Context: an optimization exercise on an open-source flow, tuned for small area, a short achievable clock period and few clock cycles per item. The choices shown serve that exercise and are no tape-out recipe. The RTL was checked by simulation tests, not by an equivalence proof against the original design. The clock port is modelled as an ideal driver; clocking choices that lean on that would not hold on a real chip.

Setup of indigo:
## skinny_top
module skinny_top (
    input               clock,
    input               reset,
    input               start,
    input [7:0]         input_plaintext,
    input [23:0]        input_tweakey,
    output              ready,
    output              done,
    output [127:0]      ciphertext
);
    reg [127:0] st;      
    reg  [383:0] tkv;
    wire [383:0] tk = tkv ^ 384'hb678464987a92670c949b0b67846c987a927708bf8897426564b13a9257a8bf8cb7426348fd99b70b26ae1cb7436648f;
    reg         loading;
    reg         busy;
    reg [5:0]   rc;      
    reg         done_r;
    reg         ready_r;
    reg         idle_n;      
    wire last = (rc == 6'h0A);    
    wire beat15 = (rc == 6'h00);
    assign ready      = ready_r;
    assign done       = done_r;
    assign ciphertext = st;
    reg loading_n, busy_n;
    always @(*) begin
        loading_n = loading;
        busy_n    = busy;
        if (loading) begin
            if (beat15) begin
                loading_n = 1'b0;
                busy_n    = 1'b1;
            end
        end else if (busy) begin
            if (last)
                busy_n = 1'b0;
        end else if (start) begin
            loading_n = 1'b1;
        end
    end
    always @(posedge clock or posedge reset) begin
        if (reset) begin
            loading <= 1'b0;
            busy    <= 1'b0;
            rc      <= 6'd0;
            done_r  <= 1'b0;
            ready_r <= 1'b0;
            idle_n  <= 1'b1;
        end else begin
            done_r  <= busy & last;
            loading <= loading_n;
            busy    <= busy_n;
            idle_n  <= ~busy_n;
            ready_r <= ~loading_n & ~busy_n;
            rc      <= (loading | busy) ? {rc[4:0], rc[5] ^ rc[4] ^ 1'b1} : 6'h09;
        end
    end
    wire [127:0] st_rnd = round(st, tk, rc);
  ...
Size in the first run: roughly 520 flip-flops, ~170 I/O pins, about 0.020 sq mm of cells after synthesis.
Settings: LEC_CHECK=0, CAP_MARGIN=20, CORE_MARGIN=2, CORE_UTILIZATION=55, CTS_CLUSTER_DIAMETER=100, CTS_CLUSTER_SIZE=20, SLEW_MARGIN=20; clock period 10.0 ns.
standard.sh (not shown) runs the stock make flow with config.mk's settings and CLKGATE_MAP_FILE= SYNTH_SCRIPT=/design/flow/synth_recipe.tcl, a recipe that flattens the netlist after the stock synthesis.
==> flow/flow/run.sh <==
#!/bin/bash
# Standard ORFS layout (the standard.sh), with the resizer asked to aim for
# a setup slack margin of 6.9 ns, so it works the critical paths harder.
set -euo pipefail
bash standard.sh SETUP_SLACK_MARGIN=6.9 POST_CTS_TCL=$PWD/flow/post_cts.tcl PRE_GLOBAL_ROUTE_TCL=$PWD/flow/pre_grt.tcl POST_GLOBAL_ROUTE_TCL=$PWD/flow/post_grt.tcl GRT_MARGIN=6.95 RECOVER_MARGIN=7.0 SETUP_MOVE_SEQUENCE=unbuffer,sizeup,swap 'BUFFER_PORTS_ARGS=-buffer_cell sky130_fd_sc_hd__buf_1' finish > standard_flow.log 2>&1
==> flow/flow/post_cts.tcl <==
set block [ord::get_db_block]
set root [$block findInst clkbuf_0_clock]
if { $root != "NULL" } {
  set in_net [[$root findITerm A] getNet]
  set out_net [[$root findITerm X] getNet]
  set loads {}
  foreach it [$out_net getITerms] {
    if { [$it getInst] != $root } { lappend loads $it }
  }
  if { [llength $loads] <= 4 } {
    foreach it $loads {
      $it disconnect
      $it connect $in_net
    }
    odb::dbInst_destroy $root
    odb::dbNet_destroy $out_net
    puts "post_cts: clock port now drives [llength $loads] clock buffers directly"
  } else {
    puts "post_cts: root buffer drives [llength $loads] cells, left in place"
  }
}
if { [info exists ::env(RECOVER_MARGIN)] } {
  estimate_parasitics -placement
  set_clock_uncertainty -setup $::env(RECOVER_MARGIN) [all_clocks]
  report_worst_slack -max
  report_design_area
  repair_timing -recover_power 100
  report_worst_slack -max
  report_design_area
  set_clock_uncertainty -setup 0 [all_clocks]
  detailed_placement
  check_placement -verbose
}
==> flow/flow/post_grt.tcl <==
# Take away the temporary setup uncertainty set by pre_grt.tcl.
if { [info exists ::env(GRT_MARGIN)] } {
  set_clock_uncertainty -setup 0 [all_clocks]
  report_worst_slack -max
  report_design_area
}
==> flow/flow/pre_grt.tcl <==
# Before global route: express the resizer's setup margin as a temporary
# clock uncertainty, so that the power-recovery step that follows the timing
# repair (RECOVER_POWER) keeps the same margin.  post_grt.tcl removes it.
if { [info exists ::env(GRT_MARGIN)] } {
  set ::env(SETUP_SLACK_MARGIN) 0
  set ::env(RECOVER_POWER) 100
  set_clock_uncertainty -setup $::env(GRT_MARGIN) [all_clocks]
  puts "pre_grt: setup uncertainty $::env(GRT_MARGIN) while repairing"
}
Testbench counts of indigo, summed over its fixed seeds: cycles 27,656, items 384.
diff inputs: indigo => tundra
# indigo
export LEC_CHECK = 0
export CAP_MARGIN = 20
export CORE_MARGIN = 2
export CORE_UTILIZATION = 55
export CTS_CLUSTER_DIAMETER = 100
export CTS_CLUSTER_SIZE = 20
export SLEW_MARGIN = 20
create_clock -name core_clock -period 10.0 [get_ports {clock}]
# tundra
export LEC_CHECK = 0
export ABC_AREA = 1
export CAP_MARGIN = 20
export CORE_MARGIN = 2
export CORE_UTILIZATION = 55
export CTS_CLUSTER_DIAMETER = 120
export CTS_CLUSTER_SIZE = 24
export SLEW_MARGIN = 20
create_clock -name core_clock -period 10.0 [get_ports {clock}]
==> comparison <==
- tundra finished every stage and its layout cleared the timing, DRC and antenna checks.
- Lower total standard cell area after synthesis goes to indigo over tundra.
- Number of buffers outside the clock class in the layout: tundra vs indigo up about 1.8%
- Going from indigo to tundra, met1 usage moved up; non-clock inverter total of the final layout shows an increase of 213.
The following lists how cedar was set up differently from tundra:
# tundra
export LEC_CHECK = 0
export ABC_AREA = 1
export CAP_MARGIN = 20
export CORE_MARGIN = 2
export CORE_UTILIZATION = 55
export CTS_CLUSTER_DIAMETER = 120
export CTS_CLUSTER_SIZE = 24
export SLEW_MARGIN = 20
create_clock -name core_clock -period 10.0 [get_ports {clock}]
# cedar
export LEC_CHECK = 0
export CAP_MARGIN = 20
export CORE_MARGIN = 2
export CORE_UTILIZATION = 55
export CTS_CLUSTER_DIAMETER = 120
export CTS_CLUSTER_SIZE = 24
export PLACE_DENSITY = 0.75
export SLEW_MARGIN = 20
create_clock -name core_clock -period 10.0 [get_ports {clock}]
Notes after the runs:
- STATUS run=cedar STAGES=ALL_DONE FINAL_CHECKS=FAILED CAUSE=max-capacitance violations, max-slew violations
- Delta (cedar minus tundra): total routing resource utilization after global routing lower, placed instance area lower, register-to-register slack lower, transition time of the tightest slew-check pin higher.
- Cell count: lower on cedar
- Area of the placeable core is higher on tundra
- Relative to tundra, the detailed-route wire length per cell measured on cedar has increased by a few percent.
- Compared with tundra, cedar has extra setup slack.
- Routed wire length on met2: lower on cedar
- Vias: cedar below tundra
The following lists how violet was set up differently from cedar:
# cedar
export LEC_CHECK = 0
export CAP_MARGIN = 20
export CORE_MARGIN = 2
export CORE_UTILIZATION = 55
export CTS_CLUSTER_DIAMETER = 120
export CTS_CLUSTER_SIZE = 24
export PLACE_DENSITY = 0.75
export SLEW_MARGIN = 20
create_clock -name core_clock -period 10.0 [get_ports {clock}]
# violet
export LEC_CHECK = 0
export CAP_MARGIN = 20
export CORE_MARGIN = 2
export CORE_UTILIZATION = 55
export CTS_CLUSTER_DIAMETER = 120
export CTS_CLUSTER_SIZE = 24
export SLEW_MARGIN = 20
create_clock -name core_clock -period 10.0 [get_ports {clock}]
==> flow/flow/run.sh <==
#!/bin/bash
# Standard ORFS layout (the standard.sh), with the resizer asked to aim for
# a setup slack margin of 6.9 ns, so it works the critical paths harder.
set -euo pipefail
bash standard.sh SETUP_SLACK_MARGIN=6.9 POST_CTS_TCL=$PWD/flow/post_cts.tcl PRE_GLOBAL_ROUTE_TCL=$PWD/flow/pre_grt.tcl POST_GLOBAL_ROUTE_TCL=$PWD/flow/post_grt.tcl GRT_MARGIN=6.95 RECOVER_MARGIN=7.0 SETUP_MOVE_SEQUENCE=sizeup,swap 'BUFFER_PORTS_ARGS=-buffer_cell sky130_fd_sc_hd__buf_1' finish > standard_flow.log 2>&1
Results
Measured against each other, cedar and violet differ in global-route usage, the higher figure coming from violet.
Delta (violet minus cedar): utilization of the core after routing went down 1.8 points, period utilization held.
violet ran to completion and came out clean on the timing, DRC and antenna checks.
Compared to cedar, the routing of violet uses more wire.
[compare] base=cedar new=violet: register share of the cell area went up 0.76 points, smallest setup slack after layout saw little to no change, final weighted congestion in routability-driven placement went down by 3.9%.
| share of final layout cell area taken by clock buffers and inverters | cedar vs violet | ≈ equal |
Diff cedar..violet | floorplan die width | negligible
cedar reports its worst setup path endpoint as ciphertext[90] while violet reports ciphertext[49].
Modified inputs, quartz compared to violet
# violet
export LEC_CHECK = 0
export CAP_MARGIN = 20
export CORE_MARGIN = 2
export CORE_UTILIZATION = 55
export CTS_CLUSTER_DIAMETER = 120
export CTS_CLUSTER_SIZE = 24
export SLEW_MARGIN = 20
create_clock -name core_clock -period 10.0 [get_ports {clock}]
# quartz
export LEC_CHECK = 0
export CAP_MARGIN = 20
export CORE_MARGIN = 2
export CORE_UTILIZATION = 50
export CTS_CLUSTER_DIAMETER = 120
export CTS_CLUSTER_SIZE = 24
export SLEW_MARGIN = 20
create_clock -name core_clock -period 10.0 [get_ports {clock}]
==> flow/flow/run.sh <==
#!/bin/bash
# Standard ORFS layout (the standard.sh), with the resizer asked to aim for
# a setup slack margin of 6.9 ns, so it works the critical paths harder.
set -euo pipefail
bash standard.sh SETUP_SLACK_MARGIN=6.9 POST_CTS_TCL=$PWD/flow/post_cts.tcl PRE_GLOBAL_ROUTE_TCL=$PWD/flow/pre_grt.tcl POST_GLOBAL_ROUTE_TCL=$PWD/flow/post_grt.tcl GRT_MARGIN=6.95 RECOVER_MARGIN=7.0 SETUP_MOVE_SEQUENCE=unbuffer,sizeup,swap 'BUFFER_PORTS_ARGS=-buffer_cell sky130_fd_sc_hd__buf_1' finish > standard_flow.log 2>&1
==> comparison <==
- Overall routed net length of quartz is on par with violet.
- Cell area | quartz vs violet | quartz larger
- Diff quartz..violet | post-route fraction of the period consumed by the critical path | negligible
- Between quartz and violet, global-route wire length before repair is higher for violet, quartz comes in under that.
- Of quartz and violet, it is quartz that has the higher final standard cell count with taps included and fillers excluded.
- Summary of quartz over violet: maximum clock skew at final layout saw a decrease; setup slack fell 0.010 ns.
- Per the final summary, quartz finished and its layout is clean on timing, DRC and antenna.
- violet → quartz: total half-perimeter wirelength after legalization and detailed placement dropped about 1.4%, non-clock buffer count dropped 2, signed area change from the synthesized netlist to the final layout climbed 2.0 points.
> inputs changed (quartz -> lagoon)
# quartz
export LEC_CHECK = 0
export CAP_MARGIN = 20
export CORE_MARGIN = 2
export CORE_UTILIZATION = 50
export CTS_CLUSTER_DIAMETER = 120
export CTS_CLUSTER_SIZE = 24
export SLEW_MARGIN = 20
create_clock -name core_clock -period 10.0 [get_ports {clock}]
# lagoon
export LEC_CHECK = 0
export CAP_MARGIN = 20
export CORE_MARGIN = 2
export CORE_UTILIZATION = 55
export CTS_CLUSTER_DIAMETER = 120
export CTS_CLUSTER_SIZE = 24
export SLEW_MARGIN = 20
create_clock -name core_clock -period 10.0 [get_ports {clock}]
==> flow/flow/run.sh <==
#!/bin/bash
# Standard ORFS layout (the standard.sh), with the resizer asked to aim for
# a setup slack margin of 6.85 ns, so it works the critical paths harder.
set -euo pipefail
bash standard.sh SETUP_SLACK_MARGIN=6.85 POST_CTS_TCL=$PWD/flow/post_cts.tcl PRE_GLOBAL_ROUTE_TCL=$PWD/flow/pre_grt.tcl POST_GLOBAL_ROUTE_TCL=$PWD/flow/post_grt.tcl GRT_MARGIN=6.85 RECOVER_MARGIN=6.9 SETUP_MOVE_SEQUENCE=unbuffer,sizeup,swap 'BUFFER_PORTS_ARGS=-buffer_cell sky130_fd_sc_hd__buf_1' finish > standard_flow.log 2>&1
Results
Re total non-filler cell area in the finished layout: quartz was higher than lagoon.
Die: lagoon smaller than quartz
Setup slack (lower): lagoon

==> afterwards: timing with drivers on the ports <==
The results above use ideal ports. As a check the final layouts listed here were re-extracted and re-timed, cells and wires unchanged.
Step 1 (the two cells are an assumption about what drives the block):
set clk [get_ports {clock}]
set_driving_cell -lib_cell sky130_fd_sc_hd__clkbuf_16 $clk
set_driving_cell -lib_cell sky130_fd_sc_hd__buf_2 [delete_from_list [all_inputs] $clk]
Step 2 adds t to the input delays and takes it off the output delays; t is the mean of the earliest and latest rising clock arrival at the registers after step 1. Input paths then give back, and output paths get back, about the clock's delay inside the block.
a / b / c = ideal ports / drivers / drivers and shift; a / b = the first two.
run | t, ns | setup slack, ns | worst setup path at the end | cell pins on the clock port's net
indigo | 0.518 | 6.970 / 6.901 / 7.105 | register to register | 2
tundra | 0.510 | 6.954 / 6.880 / 7.231 | register to register | 2
cedar | 0.512 | 6.973 / 6.903 / 7.047 | register to register | 2
violet | 0.495 | 6.974 / 6.905 / 7.043 | register to register | 2
quartz | 0.527 | 6.963 / 6.888 / 7.120 | register to register | 2
lagoon | 0.494 | 6.901 / 6.832 / 7.020 | register to register | 2
